What follows belongs to an exercise in optimizing a design on an open flow for small area; a production flow would make more cautious choices. Where RTL was checked, it was by simulation tests only, not by an equivalence proof against the original. The RTL of run 5 was laid out without a check of its function. No activity file was given, so power comes from the tool's default toggle rates.

`flow/design.v`:
```
module video_uut (
    input  wire         clk_i           , 
    input  wire         cen_i           , 
    input  wire         rst_i           , 
    input  wire         vid_sel_i       , 
    input  wire [23:0]  vid_rgb_i       , 
    input  wire [1:0]   vh_blank_i      , 
    input  wire [2:0]   dvh_sync_i      , 
    output wire [2:0]   dvh_sync_o      , 
    output wire [23:0]  vid_rgb_o         
);
localparam [3:0] C_BLACK  = 4'd0;    
localparam [3:0] C_WHITE  = 4'd1;    
localparam [3:0] C_MAZE   = 4'd2;    
localparam [3:0] C_BLUE   = 4'd3;    
localparam [3:0] C_ORANGE = 4'd4;    
localparam [3:0] C_RED    = 4'd5;    
localparam [3:0] C_GREEN  = 4'd6;    
localparam [3:0] C_GBLUE  = 4'd7;    
localparam [3:0] C_PINK   = 4'd8;    
localparam [3:0] C_PURPLE = 4'd9;    
localparam [3:0] C_YELLOW = 4'd10;   
reg         HD, VD;
reg  [10:0] HCNT;      
reg  [10:0] VCNT;
wire HR = ~HD &  vh_blank_i[0];
wire HF =  HD & ~vh_blank_i[0];
wire VR = ~VD &  vh_blank_i[1];
wire VF =  VD & ~vh_blank_i[1];
wire [10:0] px = HCNT;
wire [10:0] py = VCNT;
localparam NSF = 12;
function automatic [3:0] sf_win(input [11:0] u);
    reg [3:0] t;
    begin
        t = u[3:0] - 4'd7;
        sf_win[3]   = (u[11:4] == 8'd0) && (u[3:0] != 4'd15);
        sf_win[2:0] = t[3] ? -t[2:0] : t[2:0];
    end
endfunction
function automatic sf_pat(input [3:0] wx, input [3:0] wy);
    sf_pat = wx[3] && wy[3] && (wx[2:0] < 3'd2 || wy[2:0] < 3'd2 || wx[2:0] == wy[2:0]);
endfunction
wire [11:0] px7 = {1'b0, px} + 12'd7;
wire [11:0] py7 = {1'b0, py} + 12'd7;
wire [NSF-1:0] sf_on;
wire [11:0] sf_ux [0:NSF-1];
wire [11:0] sf_uy [0:NSF-1];
wire [10:0] sf_xv [0:NSF-1];
wire [10:0] sf_yv [0:NSF-1];
wire [10:0] sf_yg [0:NSF-1];    
genvar gi;
generate
    for (gi = 0; gi < NSF; gi = gi + 1) begin : g_sf
        localparam integer S  = (gi % 8) + 1;
        localparam [10:0]  X0 = (gi * 160) % 1920;
        localparam [10:0]  Y0 = (gi * 90) % 1080;
        if (gi >= 8) begin : g_derived
            wire [10:0] xb = sf_xv[gi-8];
            wire [10:0] yb = sf_yv[gi-8];
            wire c = (yb >= 11'd360);
            wire w = c ? (xb >= 11'd503) : (xb >= 11'd640);
            wire [11:0] uyb = sf_uy[gi-8];
            wire [11:0] uxb = sf_ux[gi-8];
            wire [11:0] uy_lo = uyb - 12'd720;
            wire [11:0] uy_hi = (gi == 11 && yb[1]) ? uyb + 12'd362 : uyb + 12'd360;
            wire [11:0] ux_00 = uxb - 12'd1280;
            wire [11:0] ux_01 = uxb + 12'd640;
            wire [11:0] ux_10 = uxb - 12'd1417;
            wire [11:0] ux_11 = uxb + 12'd503;
            wire [3:0] wy = c ? sf_win(uy_hi) : sf_win(uy_lo);
            wire [3:0] wx = c ? (w ? sf_win(ux_11) : sf_win(ux_10)) : (w ? sf_win(ux_01) : sf_win(ux_00));
            assign sf_on[gi] = sf_pat(wx, wy);
            assign sf_ux[gi] = 12'd0;
            assign sf_uy[gi] = 12'd0;
            assign sf_xv[gi] = 11'd0;
            assign sf_yv[gi] = 11'd0;
            assign sf_yg[gi] = 11'd0;
        end else if (gi == 1 || gi == 3 || gi == 5 || gi == 7) begin : g_double
            localparam integer B  = (gi - 1) / 2;
            localparam [11:0]  K  = (gi == 1 || gi == 5) ? 12'd90 : 12'd88;
            localparam [10:0]  PH = (gi == 3) ? 11'd2 : (gi == 7) ? 11'd6 : 11'd0;
            localparam [10:0]  WR = (gi == 3) ? 11'd1076 : 11'd1072;
            wire [10:0] xb = sf_xv[B];
            wire [10:0] yb = sf_yg[B];
            wire [11:0] ys = {yb, 1'b0} + K;
            wire [1:0]  e  = (ys >= 12'd2160) ? 2'd2 : (ys >= 12'd1080) ? 2'd1 : 2'd0;
            wire [10:0] yg = (e == 2'd2) ? ys - 12'd2160 : (e == 2'd1) ? ys - 12'd1080 : ys;
            wire [12:0] xs = {1'b0, xb, 1'b0} + 13'd160 + ((e == 2'd2) ? 13'd274 : (e == 2'd1) ? 13'd137 : 13'd0);
            wire [10:0] xd = (xs >= 13'd3840) ? xs - 13'd3840 : (xs >= 13'd1920) ? xs - 13'd1920 : xs;
            wire [10:0] yd;
            if (PH != 0) begin : g_phase
                reg p;
                always @(posedge clk_i) begin
                    if (rst_i)
                        p <= 1'b1;
                    else if (cen_i && VF && yd >= WR)
                        p <= 1'b0;
                end
                assign yd = p ? yg + PH : yg;
            end else begin : g_nophase
                assign yd = yg;
            end
            assign sf_xv[gi] = xd;
            assign sf_yv[gi] = yd;
            assign sf_yg[gi] = yg;
            assign sf_ux[gi] = px7 - {1'b0, xd};
            assign sf_uy[gi] = py7 - {1'b0, yd};
            assign sf_on[gi] = sf_pat(sf_win(sf_ux[gi]), sf_win(sf_uy[gi]));
        end else begin : g_stored
            reg [10:0] x, y;
            wire [10:0] yv = (S % 2 == 0 && Y0[0] == 1'b0) ? {y[10:1], 1'b0} : y;
            always @(posedge clk_i) begin
                if (rst_i) begin
                    x <= X0;
                    y <= Y0;
                end else if (cen_i && VF) begin
                    if (yv >= 11'd1080 - S) begin
                        y <= 11'd0;
                        x <= (x >= 11'd1783) ? x - 11'd1783 : x + 11'd137;
                    end else begin
                        y <= yv + S;
                    end
                end
            end
            assign sf_xv[gi] = x;
            assign sf_yv[gi] = yv;
            assign sf_yg[gi] = yv;
            assign sf_ux[gi] = px7 - {1'b0, x};
            assign sf_uy[gi] = py7 - {1'b0, yv};
            assign sf_on[gi] = sf_pat(sf_win(sf_ux[gi]), sf_win(sf_uy[gi]));
        end
    end
endgenerate
reg  [13:6] SXh, SYh;
localparam [13:0] SX0 = 14'd4096;    
localparam [13:0] SY0 = 14'd13348;   
function automatic [5:0] sq_lo(input [4:0] r);
    reg [9:0] q;
    begin
        q = r * r;
        sq_lo = q[5:0];
    end
endfunction
wire [4:0]  ry5 = py[4:0] - 5'd26;    
wire [13:0] SX = {SXh, sq_lo(px[4:0])};
wire [13:0] SY = {SYh, sq_lo(ry5)};
wire [13:0] SX_inc = SX + {2'b0, HCNT, 1'b0} - 14'd1919;
wire [13:0] SY_inc = SY + {2'b0, VCNT, 1'b0} - 14'd499;
wire [13:0] dist_sq = SX + SY;
wire signed [11:0] rel_x = {1'b0, px} - 12'd960;
wire signed [11:0] rel_y = {1'b0, py} - 12'd250;
wire [10:0] abs_y = rel_y[11] ? -rel_y : rel_y;
reg  [11:6] MRh;
localparam [11:0] MR0 = 12'd1856;
wire [11:0] mr_lo = {6'd0, px[5:0]} * 12'd45 + MR0;
wire [11:0] mouth_r = {MRh, mr_lo[5:0]};
wire [11:0] mouth_inc = mouth_r + 12'd45;
wire pac_on = (dist_sq < 14'd900) &&
              !((rel_x > 0) && ({abs_y[5:0], 6'd0} < mouth_r));
wire g_row = (py >= 11'd125) && (py <= 11'd175);
wire g0 = (px >= 11'd130)  && (px <= 11'd170);
wire g1 = (px >= 11'd530)  && (px <= 11'd570);
wire g2 = (px >= 11'd940)  && (px <= 11'd980);
wire g3 = (px >= 11'd1160) && (px <= 11'd1200);
wire g4 = (px >= 11'd1650-11'd20) && (px <= 11'd1670);
wire [10:0] gx = g0 ? 11'd150 : g1 ? 11'd550 : g2 ? 11'd960 : g3 ? 11'd1180 : 11'd1650;
wire [3:0]  gcol = g0 ? C_PINK : g1 ? C_RED : g2 ? C_GBLUE : g3 ? C_GREEN : C_PURPLE;
wire signed [6:0] gdx = px[6:0] - gx[6:0];
wire signed [6:0] gdy = py[6:0] - 7'd22;        
wire [1:0] gshape;   
function automatic [1:0] ghost_shape(input signed [6:0] rx, input signed [6:0] ry);
    reg [6:0] ax;
    reg [11:0] d;
    reg [6:0] t;
    begin
        ax = rx[6] ? -rx : rx;
        t  = ry + 7'sd5;
        t  = t[6] ? -t : t;
        d  = ax * ax + t * t;
        ghost_shape = 2'd0;
        if (ry < -7'sd5) begin
            if (d < 12'd400) ghost_shape = 2'd1;
        end else if (ry < 7'sd20) begin
            ghost_shape = 2'd1;
        end else begin
            if ((rx >= -7'sd20 && rx < -7'sd12 && ry < 7'sd22) ||
                (rx >= -7'sd12 && rx < -7'sd4  && ry < 7'sd24) ||
                (rx >= -7'sd4  && rx <  7'sd4  && ry < 7'sd25) ||
                (rx >=  7'sd4  && rx <  7'sd12 && ry < 7'sd24) ||
                (rx >=  7'sd12 && rx <  7'sd20 && ry < 7'sd22))
                ghost_shape = 2'd1;
        end
        if (((rx >= -7'sd12 && rx <= -7'sd6) || (rx >= 7'sd6 && rx <= 7'sd12)) &&
            (ry >= -7'sd10 && ry <= -7'sd4))
            ghost_shape = 2'd2;
        if (((rx >= -7'sd10 && rx <= -7'sd8) || (rx >= 7'sd8 && rx <= 7'sd10)) &&
            (ry >= -7'sd8 && ry <= -7'sd6))
            ghost_shape = 2'd3;
    end
endfunction
assign gshape = (g_row && (g0 | g1 | g2 | g3 | g4)) ? ghost_shape(gdx, gdy) : 2'd0;
function [3:0] draw_maze;
    input [10:0] px, py;   
    input signed [10:0] offset_y;   
    reg [10:0] center_x, center_y;
    reg [10:0] letter_start_x;
    reg [10:0] letter_width, letter_height;
    reg [10:0] thickness_outer, thickness_inner, thickness_gap;
    reg [10:0] border_thickness;
    reg [10:0] corner_size;
    begin
        center_x = 960;   
        center_y = 540;   
        draw_maze = 4'd0;   
        border_thickness = 15;   
        corner_size = 30;   
        if (py < border_thickness && px >= corner_size && px < 1920 - corner_size) begin
            draw_maze = 4'd2;
        end
        if (py >= 1080 - border_thickness && px >= corner_size && px < 1920 - corner_size) begin
            draw_maze = 4'd2;
        end
        if (px < border_thickness && py >= corner_size && py < 1080 - corner_size) begin
            draw_maze = 4'd2;
        end
        if (px >= 1920 - border_thickness && py >= corner_size && py < 1080 - corner_size) begin
            draw_maze = 4'd2;
        end
        if (py >= border_thickness + 10 && py < border_thickness + 15 && px >= corner_size + 10 && px < 1920 - corner_size - 10) begin
            draw_maze = 4'd2;
        end
        if (py >= 1080 - border_thickness - 15 && py < 1080 - border_thickness - 10 && px >= corner_size + 10 && px < 1920 - corner_size - 10) begin
            draw_maze = 4'd2;
        end
        if (px >= border_thickness + 10 && px < border_thickness + 15 && py >= corner_size + 10 && py < 1080 - corner_size - 10) begin
            draw_maze = 4'd2;
        end
        if (px >= 1920 - border_thickness - 15 && px < 1920 - border_thickness - 10 && py >= corner_size + 10 && py < 1080 - corner_size - 10) begin
            draw_maze = 4'd2;
        end
        if ((px < corner_size && py < border_thickness) || (px < border_thickness && py < corner_size)) begin
            draw_maze = 4'd2;
        end
        if ((px >= border_thickness + 10 && px < corner_size + 10 && py >= border_thickness + 10 && py < border_thickness + 15) ||
            (px >= border_thickness + 10 && px < border_thickness + 15 && py >= border_thickness + 10 && py < corner_size + 10)) begin
            draw_maze = 4'd2;
        end
        if ((px >= 1920 - corner_size && py < border_thickness) || (px >= 1920 - border_thickness && py < corner_size)) begin
            draw_maze = 4'd2;
        end
        if ((px >= 1920 - corner_size - 10 && px < 1920 - border_thickness - 10 && py >= border_thickness + 10 && py < border_thickness + 15) ||
            (px >= 1920 - border_thickness - 15 && px < 1920 - border_thickness - 10 && py >= border_thickness + 10 && py < corner_size + 10)) begin
            draw_maze = 4'd2;
        end
        if ((px < corner_size && py >= 1080 - border_thickness) || (px < border_thickness && py >= 1080 - corner_size)) begin
            draw_maze = 4'd2;
        end
        if ((px >= border_thickness + 10 && px < corner_size + 10 && py >= 1080 - border_thickness - 15 && py < 1080 - border_thickness - 10) ||
            (px >= border_thickness + 10 && px < border_thickness + 15 && py >= 1080 - corner_size - 10 && py < 1080 - border_thickness - 10)) begin
            draw_maze = 4'd2;
        end
        if ((px >= 1920 - corner_size && py >= 1080 - border_thickness) || (px >= 1920 - border_thickness && py >= 1080 - corner_size)) begin
            draw_maze = 4'd2;
        end
        if ((px >= 1920 - corner_size - 10 && px < 1920 - border_thickness - 10 && py >= 1080 - border_thickness - 15 && py < 1080 - border_thickness - 10) ||
            (px >= 1920 - border_thickness - 15 && px < 1920 - border_thickness - 10 && py >= 1080 - corner_size - 10 && py < 1080 - border_thickness - 10)) begin
            draw_maze = 4'd2;
        end
        letter_start_x = 200;   
        letter_width = 350;   
        letter_height = 450;   
        thickness_outer = 16;   
        thickness_inner = 16;    
        thickness_gap = 20;      
        if (px >= letter_start_x && px < letter_start_x + letter_width && py >= center_y - letter_height/2 && py < center_y + letter_height/2) begin
            if (((px >= letter_start_x && px < letter_start_x + thickness_outer) ||  
                 (px >= letter_start_x + thickness_outer + thickness_gap && px < letter_start_x + thickness_outer + thickness_gap + thickness_inner)) &&
                (py >= center_y - letter_height/2 && py < center_y + letter_height/2)) begin
                draw_maze = 4'd3;
            end
            if (((py >= center_y - letter_height/2 && py < center_y - letter_height/2 + thickness_outer) ||  
                 (py >= center_y - letter_height/2 + thickness_outer + thickness_gap && py < center_y - letter_height/2 + thickness_outer + thickness_gap + thickness_inner)) &&
                (px >= letter_start_x && px < letter_start_x + letter_width)) begin
                draw_maze = 4'd3;
            end
            if (((px >= letter_start_x + letter_width - thickness_outer && px < letter_start_x + letter_width) ||  
                 (px >= letter_start_x + letter_width - thickness_outer - thickness_gap - thickness_inner && px < letter_start_x + letter_width - thickness_outer - thickness_gap)) &&
                (py >= center_y - letter_height/2 + thickness_outer && py < center_y)) begin
                draw_maze = 4'd3;
            end
            if (((py >= center_y && py < center_y + thickness_outer) ||  
                 (py >= center_y + thickness_outer + thickness_gap && py < center_y + thickness_outer + thickness_gap + thickness_inner)) &&
                (px >= letter_start_x && px < letter_start_x + letter_width)) begin
                draw_maze = 4'd3;
            end
            if (((px >= letter_start_x + letter_width - thickness_outer && px < letter_start_x + letter_width) ||  
                 (px >= letter_start_x + letter_width - thickness_outer - thickness_gap - thickness_inner && px < letter_start_x + letter_width - thickness_outer - thickness_gap)) &&
                (py >= center_y + thickness_outer && py < center_y + letter_height/2)) begin
                draw_maze = 4'd3;
            end
        end
        if (px >= letter_start_x + 430 && px < letter_start_x + 430 + letter_width && py >= center_y - letter_height/2 && py < center_y + letter_height/2) begin
            if (((px >= letter_start_x + 430 && px < letter_start_x + 430 + thickness_outer) ||  
                 (px >= letter_start_x + 430 + thickness_outer + thickness_gap && px < letter_start_x + 430 + thickness_outer + thickness_gap + thickness_inner)) &&
                (py >= center_y - letter_height/2 && py < center_y + letter_height/2)) begin
                draw_maze = 4'd4;
            end
            if (((px >= letter_start_x + 430 + letter_width - thickness_outer && px < letter_start_x + 430 + letter_width) ||  
                 (px >= letter_start_x + 430 + letter_width - thickness_outer - thickness_gap - thickness_inner && px < letter_start_x + 430 + letter_width - thickness_outer - thickness_gap)) &&
                (py >= center_y - letter_height/2 && py < center_y + letter_height/2)) begin
                draw_maze = 4'd4;
            end
            if (((py >= center_y - letter_height/2 && py < center_y - letter_height/2 + thickness_outer) ||  
                 (py >= center_y - letter_height/2 + thickness_outer + thickness_gap && py < center_y - letter_height/2 + thickness_outer + thickness_gap + thickness_inner)) &&
                (px >= letter_start_x + 430 + thickness_outer && px < letter_start_x + 430 + letter_width - thickness_outer)) begin
                draw_maze = 4'd4;
            end
            if (((py >= center_y + letter_height/2 - thickness_outer && py < center_y + letter_height/2) ||  
                 (py >= center_y + letter_height/2 - thickness_outer - thickness_gap - thickness_inner && py < center_y + letter_height/2 - thickness_outer - thickness_gap)) &&
                (px >= letter_start_x + 430 + thickness_outer && px < letter_start_x + 430 + letter_width - thickness_outer)) begin
                draw_maze = 4'd4;
            end
        end
        if (px >= letter_start_x + 860 && px < letter_start_x + 860 + letter_width && py >= center_y - letter_height/2 && py < center_y + letter_height/2) begin
            if (((px >= letter_start_x + 860 && px < letter_start_x + 860 + thickness_outer) ||  
                 (px >= letter_start_x + 860 + thickness_outer + thickness_gap && px < letter_start_x + 860 + thickness_outer + thickness_gap + thickness_inner)) &&
                (py >= center_y - letter_height/2 + thickness_outer && py < center_y)) begin
                draw_maze = 4'd5;
            end
            if (((py >= center_y - letter_height/2 && py < center_y - letter_height/2 + thickness_outer) ||  
                 (py >= center_y - letter_height/2 + thickness_outer + thickness_gap && py < center_y - letter_height/2 + thickness_outer + thickness_gap + thickness_inner)) &&
                (px >= letter_start_x + 860 + thickness_outer && px < letter_start_x + 860 + letter_width - thickness_outer)) begin
                draw_maze = 4'd5;
            end
            if (((px >= letter_start_x + 860 + letter_width - thickness_outer && px < letter_start_x + 860 + letter_width) ||  
                 (px >= letter_start_x + 860 + letter_width - thickness_outer - thickness_gap - thickness_inner && px < letter_start_x + 860 + letter_width - thickness_outer - thickness_gap)) &&
                (py >= center_y - letter_height/2 + thickness_outer && py < center_y - letter_height/2 + 60)) begin
                draw_maze = 4'd5;
            end
            if (((py >= center_y && py < center_y + thickness_outer) ||  
                 (py >= center_y + thickness_outer + thickness_gap && py < center_y + thickness_outer + thickness_gap + thickness_inner)) &&
                (px >= letter_start_x + 860 && px < letter_start_x + 860 + letter_width)) begin
                draw_maze = 4'd5;
            end
            if (((px >= letter_start_x + 860 + letter_width - thickness_outer && px < letter_start_x + 860 + letter_width) ||  
                 (px >= letter_start_x + 860 + letter_width - thickness_outer - thickness_gap - thickness_inner && px < letter_start_x + 860 + letter_width - thickness_outer - thickness_gap)) &&
                (py >= center_y + thickness_outer && py < center_y + letter_height/2)) begin
                draw_maze = 4'd5;
            end
            if (((py >= center_y + letter_height/2 - thickness_outer && py < center_y + letter_height/2) ||  
                 (py >= center_y + letter_height/2 - thickness_outer - thickness_gap - thickness_inner && py < center_y + letter_height/2 - thickness_outer - thickness_gap)) &&
                (px >= letter_start_x + 860 && px < letter_start_x + 860 + letter_width - thickness_outer)) begin
                draw_maze = 4'd5;
            end
        end
        if (px >= letter_start_x + 1290 && px < letter_start_x + 1290 + letter_width && py >= center_y - letter_height/2 && py < center_y + letter_height/2) begin
            if (((px >= letter_start_x + 1290 && px < letter_start_x + 1290 + thickness_outer) ||  
                 (px >= letter_start_x + 1290 + thickness_outer + thickness_gap && px < letter_start_x + 1290 + thickness_outer + thickness_gap + thickness_inner)) &&
                (py >= center_y - letter_height/2 + thickness_outer && py < center_y)) begin
                draw_maze = 4'd6;
            end
            if (((py >= center_y - letter_height/2 && py < center_y - letter_height/2 + thickness_outer) ||  
                 (py >= center_y - letter_height/2 + thickness_outer + thickness_gap && py < center_y - letter_height/2 + thickness_outer + thickness_gap + thickness_inner)) &&
                (px >= letter_start_x + 1290 + thickness_outer && px < letter_start_x + 1290 + letter_width - thickness_outer)) begin
                draw_maze = 4'd6;
            end
            if (((px >= letter_start_x + 1290 + letter_width - thickness_outer && px < letter_start_x + 1290 + letter_width) ||  
                 (px >= letter_start_x + 1290 + letter_width - thickness_outer - thickness_gap - thickness_inner && px < letter_start_x + 1290 + letter_width - thickness_outer - thickness_gap)) &&
                (py >= center_y - letter_height/2 + thickness_outer && py < center_y - letter_height/2 + 60)) begin
                draw_maze = 4'd6;
            end
            if (((py >= center_y && py < center_y + thickness_outer) ||  
                 (py >= center_y + thickness_outer + thickness_gap && py < center_y + thickness_outer + thickness_gap + thickness_inner)) &&
                (px >= letter_start_x + 1290 && px < letter_start_x + 1290 + letter_width)) begin
                draw_maze = 4'd6;
            end
            if (((px >= letter_start_x + 1290 + letter_width - thickness_outer && px < letter_start_x + 1290 + letter_width) ||  
                 (px >= letter_start_x + 1290 + letter_width - thickness_outer - thickness_gap - thickness_inner && px < letter_start_x + 1290 + letter_width - thickness_outer - thickness_gap)) &&
                (py >= center_y + thickness_outer && py < center_y + letter_height/2)) begin
                draw_maze = 4'd6;
            end
            if (((py >= center_y + letter_height/2 - thickness_outer && py < center_y + letter_height/2) ||  
                 (py >= center_y + letter_height/2 - thickness_outer - thickness_gap - thickness_inner && py < center_y + letter_height/2 - thickness_outer - thickness_gap)) &&
                (px >= letter_start_x + 1290 && px < letter_start_x + 1290 + letter_width - thickness_outer)) begin
                draw_maze = 4'd6;
            end
        end
    end
endfunction
wire [3:0] maze_c = draw_maze(px, py, 11'd0);
wire dot_on = (maze_c == 4'd0) &&
              px >= 80 && px < 1840 && py >= 80 && py < 1000 &&
              (px % 50 >= 22 && px % 50 < 28) && (py % 50 >= 22 && py % 50 < 28);
reg [3:0] pix_c;
always @* begin
    pix_c = C_BLACK;
    if (dot_on)               pix_c = C_WHITE;
    if (maze_c != 4'd0)       pix_c = maze_c;
    if (gshape == 2'd1)       pix_c = gcol;
    if (gshape == 2'd2)       pix_c = C_WHITE;
    if (pac_on)               pix_c = C_YELLOW;
    if (|sf_on)               pix_c = C_WHITE;
end
reg [3:0] col_q;
reg [2:0] dvh_sync_d1;
always @(posedge clk_i) begin
    if (rst_i) begin
        HD <= 1'b0;
        VD <= 1'b0;
        HCNT <= 11'd0;
        VCNT <= 11'd0;
        SXh <= SX0[13:6];
        SYh <= SY0[13:6];
        MRh <= MR0[11:6];
        col_q <= C_BLACK;
        dvh_sync_d1 <= 3'b000;
    end else if (cen_i) begin
        HD <= vh_blank_i[0];
        VD <= vh_blank_i[1];
        if (HF || (!vh_blank_i[0] && HCNT == 11'd2047)) begin
            HCNT <= 11'd0;
            SXh <= SX0[13:6];
            MRh <= MR0[11:6];
        end else if (!vh_blank_i[0]) begin
            HCNT <= HCNT + 11'd1;
            SXh <= SX_inc[13:6];
            MRh <= mouth_inc[11:6];
        end
        if (VF || (HR && VCNT == 11'd2047)) begin
            VCNT <= 11'd0;
            SYh <= SY0[13:6];
        end else if (HR) begin
            VCNT <= VCNT + 11'd1;
            SYh <= SY_inc[13:6];
        end
        col_q <= pix_c;
        dvh_sync_d1 <= dvh_sync_i;
    end
end
reg [23:0] rgb;
always @* begin
    case (col_q)
        C_WHITE:  rgb = 24'hFF_FF_FF;
        C_MAZE:   rgb = 24'h00_40_80;
        C_BLUE:   rgb = 24'h00_00_FF;
        C_ORANGE: rgb = 24'hFF_A5_00;
        C_RED:    rgb = 24'hFF_00_00;
        C_GREEN:  rgb = 24'h00_FF_00;
        C_GBLUE:  rgb = 24'h00_80_FF;
        C_PINK:   rgb = 24'hFF_B0_FF;
        C_PURPLE: rgb = 24'h80_00_FF;
        C_YELLOW: rgb = 24'hFF_FF_00;
        default:  rgb = 24'h00_00_00;
    endcase
end
assign dvh_sync_o = dvh_sync_d1;
assign vid_rgb_o  = rgb;
endmodule
```
`flow/flow/run.sh`:
```
#!/bin/bash
# The standard layout (standard.sh) with a different clock tree (clkbuf_8 only,
# clusters of up to 20 sinks within 60 um, no dummy loads) and a different
# combinational mapping in
# synthesis:
#  - adders are left to ABC as plain logic (no full/half-adder cell
#    extraction, no Kogge-Stone carry network);
#  - ABC runs flow/deep.abc (deepsyn restructuring, then area-recovering
#    mapping) instead of ORFS's abc script.
# flow/synth.tcl is synth_recipe.tcl with an abc wrapper that swaps the script;
# registers, their names and cell types are those of the standard synthesis.
set -euo pipefail
export MY_ABC_SCRIPT="$PWD/flow/deep.abc"
bash standard.sh SYNTH_SCRIPT="$PWD/flow/synth.tcl" ADDER_MAP_FILE= SYNTH_OPERATIONS_ARGS=-nofsm BUFFER_PORTS_ARGS="-buffer_cell sky130_fd_sc_hd__buf_1" CTS_ARGS="-sink_clustering_enable -repair_clock_nets -dont_use_dummy_load -sink_clustering_size 20 -sink_clustering_max_diameter 60 -buf_list {sky130_fd_sc_hd__clkbuf_8}" finish > make_finish.log 2>&1
```
`flow/flow/deep.abc`:
```
strash
&get -n
&fraig -x
&deepsyn -T 100
&deepsyn -T 100
&put
strash
&get -n
&dch -f
&nf -R 1000
&put
```
`flow/flow/synth.tcl`:
```
# synth_recipe.tcl with an abc wrapper: the ABC script is replaced by $MY_ABC_SCRIPT
proc synth {args} { yosys synth -nofsm -noshare {*}$args }
proc abc {args} {
  set out {}
  set skip 0
  foreach a $args {
    if {$skip} { set skip 0; continue }
    if {$a eq "-script"} { set skip 1; continue }
    lappend out $a
  }
  if {[info exists ::env(MY_ABC_SCRIPT)] && $::env(MY_ABC_SCRIPT) ne ""} {
    set out [linsert $out 0 -script $::env(MY_ABC_SCRIPT)]
  }
  yosys abc {*}$out
}
source $::env(SCRIPTS_DIR)/synth.tcl
# left out here: clear keep_hierarchy, flatten, clean up, hide names made inside functions, write 1_2_yosys.v
```
`flow/standard.sh`:
```
#!/bin/bash
# synth_recipe.tcl (not shown) runs the flow's synth.tcl, then flattens the netlist and writes it again
# the make line also repeats each setting of config.mk as NAME=value (left out here)
make -C /OpenROAD-flow-scripts/flow DESIGN_CONFIG=/design/flow/config.mk WORK_HOME=/design/flow/orfs CLKGATE_MAP_FILE= SYNTH_SCRIPT=/design/flow/synth_recipe.tcl "${@:-finish}"
```
`flow/config.mk`:
```
export PLATFORM = sky130hd
export DESIGN_NAME = video_uut
export DESIGN_NICKNAME = video_uut
export VERILOG_FILES = /design/flow/design.v
export SDC_FILE = /design/flow/constraint.sdc
export NUM_CORES = 4
export LEC_CHECK = 0
export CAP_MARGIN = 20
export CORE_MARGIN = 2
export CORE_UTILIZATION = 40
export SLEW_MARGIN = 20
```
`flow/constraint.sdc`:
```
create_clock -name core_clock -period 13.0 [get_ports {clk_i}]
set_input_delay 2.6000 -clock core_clock [delete_from_list [all_inputs] [get_ports {clk_i}]]
set_output_delay 2.6000 -clock core_clock [all_outputs]
set_load 0.01 [all_outputs]
```
==> out/metrics.cfg, run 1 <==
[global_route]
grt_pass1_vias=19100
grt_pass1_wl_um=111000
antenna_found_initial=1
grt_start_max_net_pins=36
grt_overflow=0
grt_usage_pct=30.4

[routing]
drc=0
antenna_left=0
vias=20700
vias_per_cell=6.09
wirelength_um=72700
dr.first_iter.drc_count=2019
first_pass_iters=5
wl_per_cell_um=21.4

[power]
power.leakage_nw=6.79
vdd_ir_drop_max_mv=0.0675
p_total_mw=1.04
power.density_nw_per_um2=52.2

[setup_path]
crit_arrival_ns=12.32
crit_buf_inv=3
r2r_slack_ns=1.09
cp_top_family=simple AND/OR/NAND/NOR gates
cp.required_ns=13.41
crit_path_end_kind=register
max_stage_delay_ns=0.55
cp-start-kind=register
r2r_end=vid_rgb_o[7]
r2r.worst_path.cells=63
path_class=register to register
r2r_start=g_sf[0].genblk1.g_stored.y[1]
cp_max_fo=7
slowest_stage=or4_1

[floorplan]
fp.dieW_um=217
die_y_um=217
rows=78
core-area_sq_um=45100
dieArea_sq_um=47200
ioPinCount=60
start_util_pct=40.3

[sta]
setup-violations-final=0
hold_viol=0
tightest_slew_ns=1.17
clock_skew_ns=0.0655
final.period_utilization_pct=91.6
timing.final.crit_period_ns=11.91
hold-worst-slack_ns=0.474
clock.fmax_ghz=0.0840
slew_headroom_pct=21.5
slew_viol_final=0
finalSetupTns_ns=0

[synthesis]
yosysWarnings=1
ys.flop_type=dfxtp_1
synth_common_cells=380 x nor2_1, 307 x nand2_1, 299 x xnor2_1
syn_nets=2725
ys_seq_area_share_pct=16.8
synth.avg_cell_area_sq_um=6.75
yosysUniqueCellTypes=64
synth.area.top_cells=dfxtp_1 17%, xnor2_1 14%, nor2_1 7.8%
synth_most_common_cell=nor2_1
syn_area_sq_um=18200
ys_async_sr_fraction_pct=0
synthCells=2692
synth_seq_cells=153
yosysTopAreaCellShare_pct=16.8
synth_edf_count=0
yosysTopAreaCell=dfxtp_1

[finish]
nNetsFinal=2835
layout-drive-gt1-share_pct=4.29
area_growth_pct=9.61
fill_cells=4761
multi_input_area_sq_um=15000
utilization_pct=44.2
regArea_sq_um=3060
fin_cells=3401

[placement]
portBuffers=34
gp_congestion=0.989
dp_hpwl_um=54400
dp.cells=3381

[clocking]
tritoncts=done
worstSkewPairLatency_ns=0.56
cts_root_buffer=clkbuf_8
cts_made_buffers=17
clk_path_buf_depth=2
cts_max_level=4
cts.hold.buffers_added=0
cts.sinks=153
path_clk_slew_ns=0.08

[hold_path]
min_to=SXh[13]
worstHoldStart=SXh[13]
worstHoldPathCells=1
min_path_type=register to register

[flow_run]
max_cap_violations=0

[outcome]
outcome=complete, no violations

## report_power, final
part / switching [mW] / total [mW] / internal, mW
sequential: 0.0145 / 0.497 / 0.482
clock: 0.178 / 0.293 / 0.115
combinational: 0.158 / 0.250 / 0.0917
## state kept, by name, indices dropped and copies added (netlist names), 2 cells and up
| register | flops |
|---|---|
| g_sf.genblk1.g_stored.x | 44 |
| g_sf.genblk1.g_stored.y | 44 |
| HCNT | 11 |
| VCNT | 11 |
| vid_rgb_o | 10 |
| SXh | 8 |
| SYh | 8 |
| MRh | 6 |
| col_q | 4 |
| dvh_sync_d1 | 3 |
| g_sf.genblk1.g_double.g_phase.p | 2 |
## layout by cell type, fill, tap and decap left out, types with 7 or more instances in the layout
master,instances
nand2b_1,58
nor3_1,95
a31oi_1,41
nor2_1,377
and2_0,40
clkbuf_8,17
and3_1,43
mux2i_1,26
or3_1,17
o2111ai_1,9
a2111oi_0,9
o21ai_0,205
o31ai_1,18
xnor2_1,293
nor3b_1,10
o21bai_1,9
xor2_1,131
a22o_1,8
or2_0,29
buf_4,71
buf_1,33
dfxtp_1,152
nor2b_1,46
nand4_1,21
nand3_1,81
a21oi_1,235
o22ai_1,28
maj3_1,31
o21a_1,14
a211oi_1,25
a221oi_1,7
a22oi_1,21
o31a_1,7
nand2_1,306
nor4_1,30
clkinv_1,64
a21boi_0,8
a21o_1,26
o211ai_1,29
## layout make-up
type,instances,area share [%]
clock buffers,17,1.17
well taps,600,3.77
inverters,64,1.21
repair buffers,105,3.32
flip-flops and latches,153,15.4
multi-input cells,2461,75.1
diodes,1,0.0126
## through the flow
step	cell area (sq um)	worst slack, ns
floorplan	18200	0.0551
global placement	19500	0.386
detailed placement	19500	-0.0146
CTS	19800	0.178
global route	19900	-0.0685
finish	19900	1.09
## cell families (layout without fill, tap and decap cells)
group / count (synthesis) / after routing / synth area share [%]
other: 0 / 1 / 0
AND/OR/NAND/NOR: 1192 / 1192 / 30.7
adder cells (fa/ha/maj): 31 / 31 / 1.71
XOR/XNOR: 435 / 435 / 21.0
flip-flops: 153 / 153 / 16.8
buffers and inverters: 78 / 186 / 1.90
multiplexers: 33 / 33 / 1.86
AO/OA/AOI/OAI: 770 / 770 / 26.0
## how the worst max path moves through the flow
stage | endpoint | startpoint | cells after the start | slack (ns)
floorplan | vid_rgb_o[10] | g_sf[0].genblk1.g_stored.y[0] | 59 | 0.06
global placement | vid_rgb_o[10] | g_sf[0].genblk1.g_stored.y[1] | 60 | 0.39
detailed placement | vid_rgb_o[10] | g_sf[0].genblk1.g_stored.y[1] | 59 | -0.01
CTS | vid_rgb_o[7] | g_sf[0].genblk1.g_stored.y[1] | 61 | 0.18
global route | vid_rgb_o[7] | g_sf[0].genblk1.g_stored.y[1] | 63 | -0.07
finish | vid_rgb_o[7] | g_sf[0].genblk1.g_stored.y[1] | 63 | 1.09
## per-layer routing
metal	track usage (%)	up-vias	part of all wire, %
met5	0	-	0
met2	49.0	796	45
met4	13.4	0	3.8
li1	-	9913	-
met1	40.1	9855	44
met3	4.47	145	7.1
## what timing repair did
action,CTS,global route
resized for setup,3,27
pin swaps,0,3
endpoints found under the setup margin,1,14
setup buffers,0,2
==> inputs of run 2 (changes only) <==
--- a/flow/config.mk
+++ b/flow/config.mk
@@ -7,5 +7,5 @@
 export LEC_CHECK = 0
 export CAP_MARGIN = 20
 export CORE_MARGIN = 2
-export CORE_UTILIZATION = 40
+export CORE_UTILIZATION = 60
 export SLEW_MARGIN = 20
==> out/metrics.cfg, run 2 <==
[finish]
fill_cells=2743  ; -42%
final_common_cell=nor2_1
nNetsFinal=2843  ; +0.28%
fin_cells=3198  ; -6.0%
top_regs=g_sf.genblk1.g_stored.x: 44 flops, g_sf.genblk1.g_stored.y: 44 flops
n_antenna_cell=0  ; -1
final_cell_mix=378 x nor2_1, 306 x nand2_1, 292 x xnor2_1, 233 x a21oi_1, 204 x o21ai_0
area_growth_pct=8.44
layout-drive-gt1-share_pct=4.49  ; +0.20 points

[synthesis]
syn_nets=2725  ; unchanged
synth_seq_cells=153  ; unchanged
synthCells=2692  ; unchanged
syn_area_sq_um=18200  ; unchanged
synth_most_common_cell=nor2_1
yosysUniqueCellTypes=64  ; unchanged
yosysTopAreaCell=dfxtp_1
synth.area.top_cells=dfxtp_1 17%, xnor2_1 14%, nor2_1 7.8%
synth_edf_count=0  ; unchanged
ys_async_sr_fraction_pct=0  ; unchanged
synth_common_cells=380 x nor2_1, 307 x nand2_1, 299 x xnor2_1
yosysWarnings=1  ; unchanged
ys_seq_area_share_pct=16.8  ; unchanged
ys.flop_type=dfxtp_1
synth.avg_cell_area_sq_um=6.75  ; unchanged
yosysTopAreaCellShare_pct=16.8  ; unchanged

[floorplan]
die_y_um=178  ; -18%
ioPinCount=60  ; unchanged
core-area_sq_um=29700  ; -34%
fp.dieW_um=178  ; -18%
dieArea_sq_um=31700  ; -33%
rows=63  ; -19%
start_util_pct=61.2  ; +21 points

[sta]
clock.fmax_ghz=0.0837  ; -0.38%
final.period_utilization_pct=91.9  ; +0.34 points
clock_skew_ns=0.0241  ; -0.0414 ns
slew_headroom_pct=28.3  ; +6.8 points
slew_viol_final=0  ; unchanged
timing.final.crit_period_ns=11.95  ; +0.0448 ns
hold_viol=0  ; unchanged
setup-violations-final=0  ; unchanged
tightest_slew_ns=1.07  ; -0.0971 ns

[clocking]
cts_made_buffers=17  ; unchanged
cts_root_buffer=clkbuf_8
clk_path_buf_depth=2  ; unchanged
worstSkewPairLatency_ns=0.49  ; -0.07 ns
path_clk_slew_ns=0.08  ; about the same
cts_max_level=4  ; unchanged
tritoncts=done
cts.sinks=153  ; unchanged

[outcome]
outcome=complete, no violations

[placement]
dp_hpwl_um=50100  ; -7.9%
portBuffers=34  ; unchanged
dp.cells=3173  ; -6.2%
gp_congestion=1.05  ; +6.1%

[global_route]
grt_pass1_vias=19400  ; +1.8%
grt_usage_pct=42.4  ; +12 points
grt_overflow=0  ; unchanged
grt_start_max_net_pins=47  ; +31%
antenna_found_initial=0  ; -1
grt_pass1_wl_um=105000  ; -5.7%

[setup_path]
crit_cells=61  ; -3.2%
cp.required_ns=13.40  ; about the same
r2r_end=vid_rgb_o[11]
r2r.worst_path.cells=61  ; -3.2%
r2r_slack_ns=1.05  ; -0.04 ns
max_stage_delay_ns=0.49  ; -0.06 ns
path_class=register to register
crit_buf_inv=3  ; unchanged
crit_arrival_ns=12.35  ; +0.03 ns
cp-start-kind=register
cp_top_family=simple AND/OR/NAND/NOR gates
crit_path_end_kind=register
cp_max_fo=9  ; +2
cpMostUsedCell=nor2_1
slowest_stage=a2111oi_0
r2r_start=g_sf[0].genblk1.g_stored.y[1]

[power]
p_sw_share_pct=33.5  ; -0.20 points
p_int_mw=0.690  ; +0.21%
power_frac_clock_pct=27.8  ; -0.4 points
power_frac_seq_pct=47.8  ; about the same
p_total_mw=1.04  ; about the same
vdd_ir_drop_max_mv=0.0874  ; +29%
p_sw_mw=0.348  ; -0.69%
power.density_nw_per_um2=52.7  ; +0.98%
power.leakage_nw=6.84  ; +0.76%
combPwrFrac_pct=24.4  ; +0.3 points

[routing]
vias=21300  ; +2.8%
drc=0  ; unchanged
wirelength_um=67700  ; -6.9%
dr.first_iter.drc_count=2558  ; +27%
vias_per_cell=6.65  ; +9.3%
wl_per_cell_um=21.2  ; -0.94%
antenna_left=0  ; unchanged
first_pass_iters=6  ; +1

[hold_path]
worstHoldStart=SXh[13]
min_path_type=register to register
min_to=SXh[13]
worstHoldPathCells=1  ; unchanged

[flow_run]
max_cap_violations=0  ; unchanged

run 2: cell counts after synthesis:
No cell type changed its count.
run 2: kinds of logic (layout without fill, tap and decap cells):
group                    after synthesis  count (layout)  synth area share, %
AND/OR/NAND/NOR                     1192            1192                 30.7
AO/OA/AOI/OAI                        770             770                 26.0
buffers and inverters                 78             194                 1.90
multiplexers                          33              33                 1.86
flip-flops                           153             153                 16.8
adder cells (fa/ha/maj)               31              31                 1.71
XOR/XNOR                             435             435                 21.0
run 2: cell type report:
cell class                 count  area [sq um]  share of cell area [%]
multi-input combinational   2461         15000                    75.9
timing repair buffer         113           722                    3.66
tap                          390           488                    2.47
inverter                      64           240                    1.22
clock buffer                  17           234                    1.19
sequential                   153          3060                    15.5
run 2: how the worst max path moves through the flow:
stage / from / to
after detailed placement: g_sf[0].genblk1.g_stored.y[1] / vid_rgb_o[10]
after floorplan: g_sf[0].genblk1.g_stored.y[0] / vid_rgb_o[10]
final: g_sf[0].genblk1.g_stored.y[1] / vid_rgb_o[11]
after global routing: g_sf[0].genblk1.g_stored.y[1] / vid_rgb_o[7]
after global placement: g_sf[0].genblk1.g_stored.y[1] / vid_rgb_o[10]
after CTS: g_sf[0].genblk1.g_stored.y[1] / vid_rgb_o[10]
run 2: layer usage:
layer,track usage (%),vias up,part of all wire (%)
li1,-,9954,-
met1,53.9,9742,39
met2,65.2,1255,42
met3,7.25,331,11
met4,29.3,0,7.9
met5,0,-,0
run 2: timing repair:
| action | 4_1_cts | 5_1_grt |
|---|---|---|
| gates resized for setup | 1 | 28 |
| endpoints found under the setup margin | 2 | 14 |
| setup buffers | 0 | 8 |
| hold buffers | 0 | 0 |
| pin swaps | 0 | 4 |
run 2: power by group through the flow:
stage          Combinational [mW]  Sequential [mW]  Clock (mW)
5_1_grt                     0.278            0.498       0.306
6_report                    0.254            0.496       0.288
2_1_floorplan               0.178            0.510           0
4_1_cts                     0.243            0.496       0.292
3_5_place_dp                0.242            0.506           0
3_3_place_gp                0.235            0.506           0
run 2: stage by stage:
stage	TNS [ns]	cell area, sq um	setup WS [ns]	util, %	hold slack (ns)
2_1_floorplan	0	18200	0.0551	-	0.442
3_3_place_gp	0	19300	0.420	64.9	0.459
3_5_place_dp	-0.131	19300	-0.122	64.9	0.467
4_1_cts	0	19500	0.0467	65.7	0.478
5_1_grt	-0.120	19700	-0.0528	66.4	0.509
6_report	0	19700	1.05	66.4	0.473
==> inputs of run 3 (changes only) <==
--- a/flow/config.mk
+++ b/flow/config.mk
@@ -7,5 +7,6 @@
 export LEC_CHECK = 0
 export CAP_MARGIN = 20
 export CORE_MARGIN = 2
-export CORE_UTILIZATION = 60
+export CORE_UTILIZATION = 40
+export GPL_TIMING_DRIVEN = 0
 export SLEW_MARGIN = 20
==> out/metrics.cfg, run 3 <==
[clocking]
cts.hold.buffers_added=0  ; unchanged
cts.sinks=153  ; unchanged
cts_root_buffer=clkbuf_8
clk_path_buf_depth=2  ; unchanged
worstSkewPairLatency_ns=0.57  ; +0.08 ns
cts_max_level=4  ; unchanged
tritoncts=done
path_clk_slew_ns=0.09  ; about the same
cts_made_buffers=17  ; unchanged

[routing]
vias_per_cell=6.02  ; -9.5%
first_pass_iters=7  ; +1
dr.first_iter.drc_count=1674  ; -35%
vias=20400  ; -4.1%
antenna_left=0  ; unchanged
drc=0  ; unchanged
wirelength_um=71300  ; +5.4%
wl_per_cell_um=21.0  ; -0.65%

[synthesis]
yosys.area_share.simple_pct=30.7  ; unchanged
syn_area_sq_um=18200  ; unchanged
synthMuxAreaShare_pct=1.86  ; unchanged
synth_top_family_by_area=simple AND/OR/NAND/NOR gates
synth_seq_cells=153  ; unchanged
synth.area.top_cells=dfxtp_1 17%, xnor2_1 14%, nor2_1 7.8%
ys_seq_area_share_pct=16.8  ; unchanged
syn_nets=2725  ; unchanged
yosysTopAreaCell=dfxtp_1
synthCells=2692  ; unchanged
yosysWarnings=1  ; unchanged
yosysUniqueCellTypes=64  ; unchanged
yosysTopAreaCellShare_pct=16.8  ; unchanged
ys_async_sr_fraction_pct=0  ; unchanged
ys.flop_type=dfxtp_1
synth_most_common_cell=nor2_1
synth.avg_cell_area_sq_um=6.75  ; unchanged
synth_common_cells=380 x nor2_1, 307 x nand2_1, 299 x xnor2_1
synth_edf_count=0  ; unchanged
synth_fa_ha_area_share_pct=1.71  ; unchanged
synth_compound_area_share_pct=26.0  ; unchanged
synth-xor-area-share_pct=21.0  ; unchanged

[setup_path]
cp-startpoint=g_sf[0].genblk1.g_stored.y[1]
r2r_start=g_sf[0].genblk1.g_stored.y[1]
crit_arrival_ns=12.83  ; +0.48 ns
max_stage_delay_ns=0.43  ; -0.06 ns
path_class=register to register
slowest_stage=or3_1
cp.required_ns=13.44  ; +0.04 ns
cp_max_fo=9  ; unchanged
crit_path_end_kind=register
cp-start-kind=register
cpMostUsedCell=nand2_1

[floorplan]
die_y_um=217  ; +22%
core-area_sq_um=45100  ; +52%
fp.dieW_um=217  ; +22%
ioPinCount=60  ; unchanged
rows=78  ; +24%
start_util_pct=40.3  ; -21 points
dieArea_sq_um=47200  ; +49%

[power]
vdd_ir_drop_max_mv=0.0810  ; -7.4%
p_total_mw=1.05  ; +1.3%
p_sw_share_pct=34.0  ; +0.43 points
power_frac_clock_pct=28.2  ; +0.4 points
p_sw_mw=0.358  ; +2.6%
power.leakage_nw=6.88  ; +0.56%
power_frac_seq_pct=47.6  ; -0.2 points
combPwrFrac_pct=24.2  ; -0.2 points
power.density_nw_per_um2=51.9  ; -1.5%
p_int_mw=0.695  ; +0.64%

[placement]
portBuffers=34  ; unchanged
dp_hpwl_um=53600  ; +7.2%
dpl_cell_area_sq_um=19600  ; +1.4%
place_ws_ns=-2.58  ; -2.46 ns
gp_congestion=0.959  ; -8.6%

[finish]
top_regs=g_sf.genblk1.g_stored.x: 44 flops, g_sf.genblk1.g_stored.y: 44 flops
layout-drive-gt1-share_pct=5.41  ; +0.93 points
area_growth_pct=11.6
final_common_cell=nor2_1
fin_area_sq_um=20300  ; +2.9%
nNetsFinal=2825  ; -0.63%
final_cell_mix=372 x nor2_1, 306 x nand2_1, 286 x xnor2_1, 234 x a21oi_1, 203 x o21ai_0
fill_cells=4711  ; +72%

[sta]
hold-worst-slack_ns=0.483  ; +0.00963 ns
timing.final.crit_period_ns=12.40  ; +0.449 ns
tightest_slew_ns=1.12  ; +0.0466 ns
clock.fmax_ghz=0.0806  ; -3.6%
slew_viol_final=0  ; unchanged
hold_viol=0  ; unchanged
clock_skew_ns=0.0432  ; +0.0191 ns
final.period_utilization_pct=95.4  ; +3.5 points
worst_slack_ns=0.600  ; -0.449 ns
slew_headroom_pct=25.4  ; -2.9 points
setup-violations-final=0  ; unchanged

[global_route]
grt_pass1_wl_um=109000  ; +3.6%
grt_pass1_vias=19000  ; -2.0%
antenna_found_initial=0  ; unchanged
grt_usage_pct=29.8  ; -13 points
grt_start_max_net_pins=34  ; -28%
grt_overflow=0  ; unchanged

[hold_path]
worstHoldStart=SXh[13]
min_path_type=register to register

[outcome]
outcome=complete, no violations

[flow_run]
max_cap_violations=0  ; unchanged

## run 3: cell counts after synthesis
Identical to the previous run, type by type.
## run 3: final timing paths
path                                     end  slack [ns]  cells after the start
worst max register to register  vid_rgb_o[7]        0.60                     59
worst max-delay path            vid_rgb_o[7]        0.60                     59
worst min-delay path                 SXh[13]        0.48                      1
worst min register to register       SXh[13]        0.48                      1
## run 3: power groups by stage
| stage | sequential (mW) | clock, mW | combinational [mW] |
|---|---|---|---|
| floorplan | 0.510 | 0 | 0.178 |
| global placement | 0.514 | 0 | 0.237 |
| detailed placement | 0.512 | 0 | 0.246 |
| CTS | 0.501 | 0.309 | 0.249 |
| global route | 0.503 | 0.321 | 0.281 |
| finish | 0.501 | 0.297 | 0.254 |
## run 3: final cells by class
| class | count | area (sq um) | area share [%] |
|---|---|---|---|
| antenna | 2 | 5.00 | 0.0247 |
| buffer | 14 | 105 | 0.518 |
| clock buffer | 17 | 234 | 1.15 |
| inverter | 64 | 244 | 1.20 |
| multi-input combinational | 2461 | 15200 | 74.9 |
| sequential | 153 | 3080 | 15.2 |
| tap | 600 | 751 | 3.70 |
| timing repair buffer | 81 | 671 | 3.31 |
## run 3: cells by family after synthesis
family,count (synthesis)
simple gates,1192
compound gates,770
xor+xnor,435
flops,153
buf+inv,78
mux,33
fa+ha+maj,31
## run 3: layer usage
metal	vias up	track usage (%)	part of all wire (%)
met5	-	0	0
met4	0	15.5	5.0
met3	169	5.49	6.9
met2	717	47.6	45
met1	9620	38.1	43
li1	9912	-	-
## run 3: metrics by stage
stage	instances	TNS (ns)	utilization [%]
final	3392	0	45.0
after global routing	3390	-0.674	45.0
after CTS	3372	0	44.3
after detailed placement	3351	-30.62	43.4
after global placement	3326	-48.62	42.3
after floorplan	2692	0	-
## run 3: worst max-delay path, delay by kind of cell (launching register included)
family,cells,cell delay (ns)
and+or+nand+nor,24,4.57
AOI/OAI and AO/OA,22,4.39
xor gates and xnor gates,7,1.57
muxes,2,0.56
buffers and inverters,3,0.44
DFF,1,0.42
adders and majority gates,1,0.34
## run 3: what timing repair did
item / CTS / global route
setup buffers: 4 / 17
endpoints found under the setup margin: 14 / 14
pin swaps: 3 / 8
gates resized for setup: 32 / 31
==> inputs of run 4 (changes only) <==
--- a/flow/flow/run.sh
+++ b/flow/flow/run.sh
@@ -1,5 +1,6 @@
 #!/bin/bash
-# The standard layout (standard.sh) with a different clock tree (clkbuf_8 only,
+# The standard layout (standard.sh) with buf_1 port buffers, a different clock
+# tree (clkbuf_8 only,
 # clusters of up to 20 sinks within 60 um, no dummy loads) and a different
 # combinational mapping in
 # synthesis:
--- a/flow/config.mk
+++ b/flow/config.mk
@@ -8,5 +8,4 @@
 export CAP_MARGIN = 20
 export CORE_MARGIN = 2
 export CORE_UTILIZATION = 40
-export GPL_TIMING_DRIVEN = 0
 export SLEW_MARGIN = 20
==> out/metrics.cfg, run 4 <==
[global_route]
grt_pass1_wl_um=111000  ; +2.4%
antenna_found_initial=1  ; +1
grt_usage_pct=30.4  ; +0.61 points
grt_overflow=0  ; unchanged
grt_start_max_net_pins=36  ; +5.9%
grt_pass1_vias=19100  ; +0.26%

[setup_path]
cp_max_fo=7  ; -2
slowest_stage=or4_1
crit_path_end_kind=register
crit_arrival_ns=12.32  ; -0.51 ns
crit_buf_inv=3  ; unchanged
cp_top_family=simple AND/OR/NAND/NOR gates
max_stage_delay_ns=0.55  ; +0.12 ns
path_class=register to register
cp.required_ns=13.41  ; -0.03 ns
r2r_slack_ns=1.09  ; +0.49 ns
cp-start-kind=register

[placement]
portBuffers=34  ; unchanged
gp_congestion=0.989  ; +3.1%
dp_hpwl_um=54400  ; +1.4%
dpl_cell_area_sq_um=19500  ; about the same

[synthesis]
syn_area_sq_um=18200  ; unchanged
ys_async_sr_fraction_pct=0  ; unchanged
synth_edf_count=0  ; unchanged
yosys.area_share.simple_pct=30.7  ; unchanged
synth.area.top_cells=dfxtp_1 17%, xnor2_1 14%, nor2_1 7.8%
yosysTopAreaCellShare_pct=16.8  ; unchanged
synthMuxAreaShare_pct=1.86  ; unchanged
synth_common_cells=380 x nor2_1, 307 x nand2_1, 299 x xnor2_1
synthCells=2692  ; unchanged
synth_fa_ha_area_share_pct=1.71  ; unchanged
yosysTopAreaCell=dfxtp_1
synth_seq_cells=153  ; unchanged
synth_compound_area_share_pct=26.0  ; unchanged
yosysUniqueCellTypes=64  ; unchanged
synth_top_family_by_area=simple AND/OR/NAND/NOR gates
synth_most_common_cell=nor2_1
synth-xor-area-share_pct=21.0  ; unchanged
synth.avg_cell_area_sq_um=6.75  ; unchanged
ys_seq_area_share_pct=16.8  ; unchanged
ys.flop_type=dfxtp_1
yosysWarnings=1  ; unchanged
syn_nets=2725  ; unchanged

[clocking]
worstSkewPairLatency_ns=0.56  ; about the same
cts.hold.buffers_added=0  ; unchanged
tritoncts=done
cts_root_buffer=clkbuf_8
path_clk_slew_ns=0.08  ; about the same
cts_made_buffers=17  ; unchanged
cts.sinks=153  ; unchanged
cts_max_level=4  ; unchanged
clk_path_buf_depth=2  ; unchanged

[routing]
first_pass_iters=5  ; -2
vias_per_cell=6.09  ; +1.2%
vias=20700  ; +1.4%
antenna_left=0  ; unchanged
drc=0  ; unchanged
wl_per_cell_um=21.4  ; +1.6%
wirelength_um=72700  ; +1.9%
dr.first_iter.drc_count=2019  ; +21%

[sta]
slew_viol_final=0  ; unchanged
hold-worst-slack_ns=0.474  ; -0.00923 ns
setup-violations-final=0  ; unchanged
hold_viol=0  ; unchanged
tightest_slew_ns=1.17  ; +0.0505 ns
slew_headroom_pct=21.5  ; -3.8 points
clock.fmax_ghz=0.0840  ; +4.1%
final.period_utilization_pct=91.6  ; -3.8 points
clock_skew_ns=0.0655  ; +0.0223 ns
timing.final.crit_period_ns=11.91  ; -0.493 ns

[power]
power.leakage_nw=6.79  ; -1.3%
power_frac_clock_pct=28.2  ; about the same
p_int_mw=0.689  ; -0.85%
combPwrFrac_pct=24.1  ; about the same
p_sw_share_pct=33.7  ; -0.23 points
vdd_ir_drop_max_mv=0.0675  ; -17%
p_sw_mw=0.351  ; -1.9%
p_total_mw=1.04  ; -1.2%
power.density_nw_per_um2=52.2  ; +0.58%
power_frac_seq_pct=47.8  ; +0.2 points

[hold_path]
min_path_type=register to register

[finish]
fin_area_sq_um=19900  ; -1.8%
final_cell_mix=377 x nor2_1, 306 x nand2_1, 293 x xnor2_1, 235 x a21oi_1, 205 x o21ai_0
area_growth_pct=9.61
utilization_pct=44.2  ; -0.80 points
final_common_cell=nor2_1
nNetsFinal=2835  ; +0.35%
top_regs=g_sf.genblk1.g_stored.x: 44 flops, g_sf.genblk1.g_stored.y: 44 flops
layout-drive-gt1-share_pct=4.29  ; -1.1 points

[floorplan]
rows=78  ; unchanged
ioPinCount=60  ; unchanged
fp.dieW_um=217  ; unchanged
dieArea_sq_um=47200  ; unchanged
die_y_um=217  ; unchanged
start_util_pct=40.3  ; unchanged
core-area_sq_um=45100  ; unchanged

[outcome]
outcome=complete, no violations

[flow_run]
max_cap_violations=0  ; unchanged

## run 4: cell counts after synthesis
No cell type changed its count.
## run 4: worst paths after layout
check                           depth (start not counted)            to                          start
worst min-delay path                                    1       SXh[13]                        SXh[13]
worst min register to register                          1       SXh[13]                        SXh[13]
worst max register to register                         63  vid_rgb_o[7]  g_sf[0].genblk1.g_stored.y[1]
worst max-delay path                                   63  vid_rgb_o[7]  g_sf[0].genblk1.g_stored.y[1]
## run 4: per-layer routing
layer | GRT usage (%) | share of wire, % | routed length, um | vias up
li1 | - | - | - | 9913
met1 | 40.1 | 44 | 31900 | 9855
met2 | 49.0 | 45 | 32900 | 796
met3 | 4.47 | 7.1 | 5140 | 145
met4 | 13.4 | 3.8 | 2770 | 0
met5 | 0 | 0 | 0 | -
## run 4: power by group through the flow
stage | clock [mW] | combinational (mW) | sequential (mW)
finish | 0.293 | 0.250 | 0.497
global route | 0.316 | 0.275 | 0.499
CTS | 0.307 | 0.244 | 0.497
detailed placement | 0 | 0.242 | 0.508
global placement | 0 | 0.238 | 0.507
floorplan | 0 | 0.178 | 0.510
## run 4: stage by stage
stage,setup TNS [ns],cells,worst slack (ns)
after floorplan,0,2692,0.0551
after global placement,0,3381,0.386
after detailed placement,-0.0146,3381,-0.0146
after CTS,0,3398,0.178
after global routing,-0.221,3401,-0.0685
final,0,3401,1.09
## run 4: layout make-up
type                       instances  area [sq um]
antenna                            1          2.50
clock buffer                      17           234
multi-input combinational       2461         15000
timing repair buffer             105           662
sequential                       153          3060
tap                              600           751
fill                            4761         25200
inverter                          64           240
## run 4: worst register-to-register path, delay by kind of cell, from the launching register on
kind,cells,cell delay (ns)
XOR/XNOR,6,1.26
flip-flops,1,0.31
AND/OR/NAND/NOR,30,5.13
multiplexers,3,0.95
buffers and inverters,3,0.31
AO/OA/AOI/OAI,21,3.84
## run 4: timing repair
action / 4_1_cts / 5_1_grt
resized for setup: 3 / 27
setup endpoints to repair: 1 / 14
pin swaps: 0 / 3
setup buffers: 0 / 2
## run 4: cell families after synthesis
group | after synthesis
AO/OA/AOI/OAI | 770
buffers and inverters | 78
adder cells (fa/ha/maj) | 31
XOR/XNOR | 435
AND/OR/NAND/NOR | 1192
multiplexers | 33
flip-flops | 153
==> inputs of run 5 (changes only) <==
--- a/flow/design.v
+++ b/flow/design.v
@@ -76,8 +76,8 @@
             assign sf_xv[gi] = 11'd0;
             assign sf_yv[gi] = 11'd0;
             assign sf_yg[gi] = 11'd0;
-        end else if (gi == 1 || gi == 3 || gi == 5 || gi == 7) begin : g_double
-            localparam integer B  = (gi - 1) / 2;
+        end else if (gi == 1 || gi == 5 || gi == 7) begin : g_double
+            localparam integer B  = (gi == 7) ? 3 : (gi - 1) / 2;
             localparam [11:0]  K  = (gi == 1 || gi == 5) ? 12'd90 : 12'd88;
             localparam [10:0]  PH = (gi == 3) ? 11'd2 : (gi == 7) ? 11'd6 : 11'd0;
             localparam [10:0]  WR = (gi == 3) ? 11'd1076 : 11'd1072;
@@ -125,7 +125,7 @@
             end
             assign sf_xv[gi] = x;
             assign sf_yv[gi] = yv;
-            assign sf_yg[gi] = yv;
+            assign sf_yg[gi] = (gi == 3) ? {yv[10:2], 2'b00} : yv;
             assign sf_ux[gi] = px7 - {1'b0, x};
             assign sf_uy[gi] = py7 - {1'b0, yv};
             assign sf_on[gi] = sf_pat(sf_win(sf_ux[gi]), sf_win(sf_uy[gi]));
--- a/flow/flow/run.sh
+++ b/flow/flow/run.sh
@@ -1,6 +1,5 @@
 #!/bin/bash
-# The standard layout (standard.sh) with buf_1 port buffers, a different clock
-# tree (clkbuf_8 only,
+# The standard layout (standard.sh) with a different clock tree (clkbuf_8 only,
 # clusters of up to 20 sinks within 60 um, no dummy loads) and a different
 # combinational mapping in
 # synthesis:
==> out/metrics.cfg, run 5 <==
[sta]
slew_viol_final=0  ; unchanged
final.period_utilization_pct=81.3  ; -10 points
clock.fmax_ghz=0.0946  ; +13%
slew_headroom_pct=31.7  ; +10 points
rsz0062_at_grt=no
tightest_slew_ns=1.02  ; -0.147 ns
hold-worst-slack_ns=0.492  ; +0.0185 ns
hold_viol=0  ; unchanged
clock_skew_ns=0.0462  ; -0.0194 ns
finalSetupTns_ns=0  ; unchanged
setup-violations-final=0  ; unchanged
timing.final.crit_period_ns=10.57  ; -1.34 ns

[setup_path]
cp-start-kind=register
r2r_end=vid_rgb_o[13]
cp.required_ns=13.42  ; about the same
r2r_start=HCNT[6]
max_stage_delay_ns=0.80  ; +0.25 ns
cp_max_fo=28  ; +21
slowest_stage=nor3_1
r2r.worst_path.cells=43  ; -32%
crit_path_end_kind=register
crit_arrival_ns=10.99  ; -1.33 ns
r2r_slack_ns=2.43  ; +1.34 ns
cpMostUsedCell=nor2_1
path_class=register to register

[power]
power.leakage_nw=6.93  ; +2.1%
power.density_nw_per_um2=69.1  ; +32%
vdd_ir_drop_max_mv=0.0621  ; -8.0%
p_total_mw=1.39  ; +34%

[floorplan]
rows=79  ; +1.3%
die_y_um=220  ; +1.2%
fp.dieW_um=220  ; +1.2%
core-area_sq_um=46300  ; +2.6%
start_util_pct=40.3  ; -0.050 points
dieArea_sq_um=48300  ; +2.4%
ioPinCount=60  ; unchanged

[clocking]
cts_resized=0  ; -3
path_clk_slew_ns=0.11  ; +0.03 ns
cts_made_buffers=17  ; unchanged
worstSkewPairLatency_ns=0.56  ; about the same
post_cts_buffers=0  ; unchanged
cts_max_level=4  ; unchanged
clk_path_buf_depth=2  ; unchanged
cts.sinks=173  ; +13%
cts_root_buffer=clkbuf_8
cts.hold.buffers_added=0  ; unchanged
tritoncts=done

[synthesis]
yosysUniqueCellTypes=67  ; +4.7%
synth.area.top_cells=dfxtp_1 19%, xnor2_1 14%, a21oi_1 6.9%
ys.flop_type=dfxtp_1
synth-xor-area-share_pct=20.5  ; -0.41 points
syn_area_sq_um=18600  ; +2.5%
synth_most_common_cell=nor2_1
synthCells=2699  ; +0.26%
yosysTopAreaCell=dfxtp_1
syn_nets=2732  ; +0.26%
synth_compound_area_share_pct=25.5  ; -0.51 points
synth_top_family_by_area=simple AND/OR/NAND/NOR gates
synthMuxAreaShare_pct=1.36  ; -0.49 points
synth_common_cells=332 x nor2_1, 306 x nand2_1, 295 x xnor2_1
synth_edf_count=0  ; unchanged
synth_fa_ha_area_share_pct=2.36  ; +0.66 points
yosys.area_share.simple_pct=29.7  ; -0.98 points
ys_seq_area_share_pct=18.6  ; +1.7 points
synth.avg_cell_area_sq_um=6.90  ; +2.2%
yosysTopAreaCellShare_pct=18.6  ; +1.7 points
synth_seq_cells=173  ; +13%
ys_async_sr_fraction_pct=0  ; unchanged
yosysWarnings=1  ; unchanged

[hold_path]
min_to=VD
worstHoldPathCells=2  ; +1
min_path_type=register to register
worstHoldStart=VD

[finish]
final_cell_mix=332 x nor2_1, 306 x nand2_1, 290 x xnor2_1, 258 x a21oi_1, 213 x o21ai_0
utilization_pct=43.5  ; -0.75 points
n_antenna_cell=0  ; -1
area_growth_pct=7.88
layout-drive-gt1-share_pct=2.83  ; -1.5 points
regMostFlops=g_sf.genblk1.g_stored.x
nNetsFinal=2824  ; -0.39%
fin_area_sq_um=20100  ; +0.86%
top_regs=g_sf.genblk1.g_stored.x: 55 flops, g_sf.genblk1.g_stored.y: 54 flops
largest_register_ffs=55
final_common_cell=nor2_1

[global_route]
antenna_found_initial=0  ; -1
grt_pass1_wl_um=106000  ; -5.2%
grt_overflow=0  ; unchanged
grt_start_max_net_pins=48  ; +33%
grt_usage_pct=28.2  ; -2.2 points
grt_pass1_vias=18800  ; -1.4%

[placement]
dpl_cell_area_sq_um=19900  ; +1.7%
gp_congestion=0.945  ; -4.4%
dp_hpwl_um=49800  ; -8.4%
portBuffers=34  ; unchanged

[outcome]
outcome=complete, no violations

[routing]
first_pass_iters=6  ; +1
drc=0  ; unchanged
wl_per_cell_um=20.1  ; -5.8%
wirelength_um=68400  ; -5.9%
vias_per_cell=6.07  ; -0.25%
antenna_left=0  ; unchanged
dr.first_iter.drc_count=1890  ; -6.4%
vias=20600  ; -0.40%

[flow_run]
max_cap_violations=0  ; unchanged

## run 5: cell types whose count changed in the layout (fill, tap and decap cells not counted), sizes merged, moves of 9 or more
| cell | change |
|---|---|
| nor2 | -48 |
| a211oi | -10 |
| dfxtp | +20 |
| a21o | -14 |
| nor3 | +9 |
| buf | -18 |
| a21oi | +20 |
| o2111ai | +12 |
| maj3 | +13 |
| o22ai | -10 |
## run 5: power breakdown
part	switching [mW]	internal (mW)
Clock	0.194	0.115
Combinational	0.333	0.189
Sequential	0.0150	0.543
## run 5: logic make-up after synthesis
kind of cell | after synthesis
AO/OA/AOI/OAI | 777
XOR/XNOR | 437
adder cells (fa/ha/maj) | 44
AND/OR/NAND/NOR | 1163
flip-flops | 173
buffers and inverters | 80
multiplexers | 25
## run 5: through the flow
| stage | setup WS, ns | cells |
|---|---|---|
| 6_report | 2.43 | 3396 |
| 5_1_grt | 1.64 | 3396 |
| 4_1_cts | 2.60 | 3396 |
| 3_5_place_dp | 2.69 | 3379 |
| 3_3_place_gp | 2.77 | 3379 |
| 2_1_floorplan | 3.95 | 2699 |
## run 5: final cells by class
cell class | instances | area, sq um
Fill cell | 4853 | 26200
Clock buffer | 17 | 234
Timing Repair Buffer | 87 | 527
Inverter | 66 | 248
Sequential cell | 173 | 3460
Tap cell | 607 | 759
Multi-Input combinational cell | 2446 | 14900
## run 5: worst max path at each step
| stage | from | endpoint | slack (ns) | cells after the start |
|---|---|---|---|---|
| 2_1_floorplan | g_sf[0].genblk1.g_stored.y[0] | vid_rgb_o[13] | 3.95 | 47 |
| 4_1_cts | HCNT[6] | vid_rgb_o[13] | 2.60 | 43 |
| 3_5_place_dp | HCNT[6] | vid_rgb_o[13] | 2.69 | 43 |
| 6_report | HCNT[6] | vid_rgb_o[13] | 2.43 | 43 |
| 3_3_place_gp | HCNT[6] | vid_rgb_o[10] | 2.77 | 43 |
| 5_1_grt | HCNT[6] | vid_rgb_o[13] | 1.64 | 43 |
## run 5: critical path, delay by kind of cell (launching register included)
family | cells | cell delay [ns]
AND/OR/NAND/NOR | 20 | 3.94
AO/OA/AOI/OAI | 12 | 3.17
adder cells (fa/ha/maj) | 4 | 1.55
XOR/XNOR | 3 | 0.71
buffers and inverters | 3 | 0.47
flip-flops | 1 | 0.31
multiplexers | 1 | 0.26
## run 5: per-layer routing
metal / routed length [um] / share of wire, % / track usage (%) / vias up
li1: - / - / - / 9942
met1: 30200 / 44 / 36.9 / 9854
met2: 31300 / 46 / 46.3 / 711
met3: 4440 / 6.5 / 4.33 / 119
met4: 2460 / 3.6 / 11.2 / 0
met5: 0 / 0 / 0 / -

## re-timing with driven ports
The results above use ideal ports. As a check the final layouts listed here were re-extracted and re-timed, cells and wires unchanged. Step 1 assumes that a clkbuf_16 drives the clock port and a buf_2 every other input. Step 2 times the ports against the registers' clock, not the clock port: input delays grow and output delays shrink by t, the midpoint of the rising clock arrivals with the driver on. a / b / c = no drivers / after step 1 / after step 2; a / b = the first two.
| run | t (ns) | slack for setup (ns) | slew at the worst register clock pin (ns) | worst slew at a driven data input, ns | cell pins on the clock port's net |
|---|---|---|---|---|---|
| run 1 | 0.588 | 1.094 / 1.094 / 1.094 | 0.11 / 0.11 | 0.03 | 1 |
| run 2 | 0.534 | 1.049 / 1.049 / 1.049 | 0.09 / 0.09 | 0.03 | 1 |
| run 3 | 0.611 | 0.600 / 0.600 / 0.600 | 0.11 / 0.11 | 0.04 | 1 |
| run 4 | 0.588 | 1.094 / 1.094 / 1.094 | 0.11 / 0.11 | 0.03 | 1 |
| run 5 | 0.590 | 2.433 / 2.433 / 2.433 | 0.11 / 0.11 | 0.11 | 1 |
After both steps every run listed still meets setup and hold.
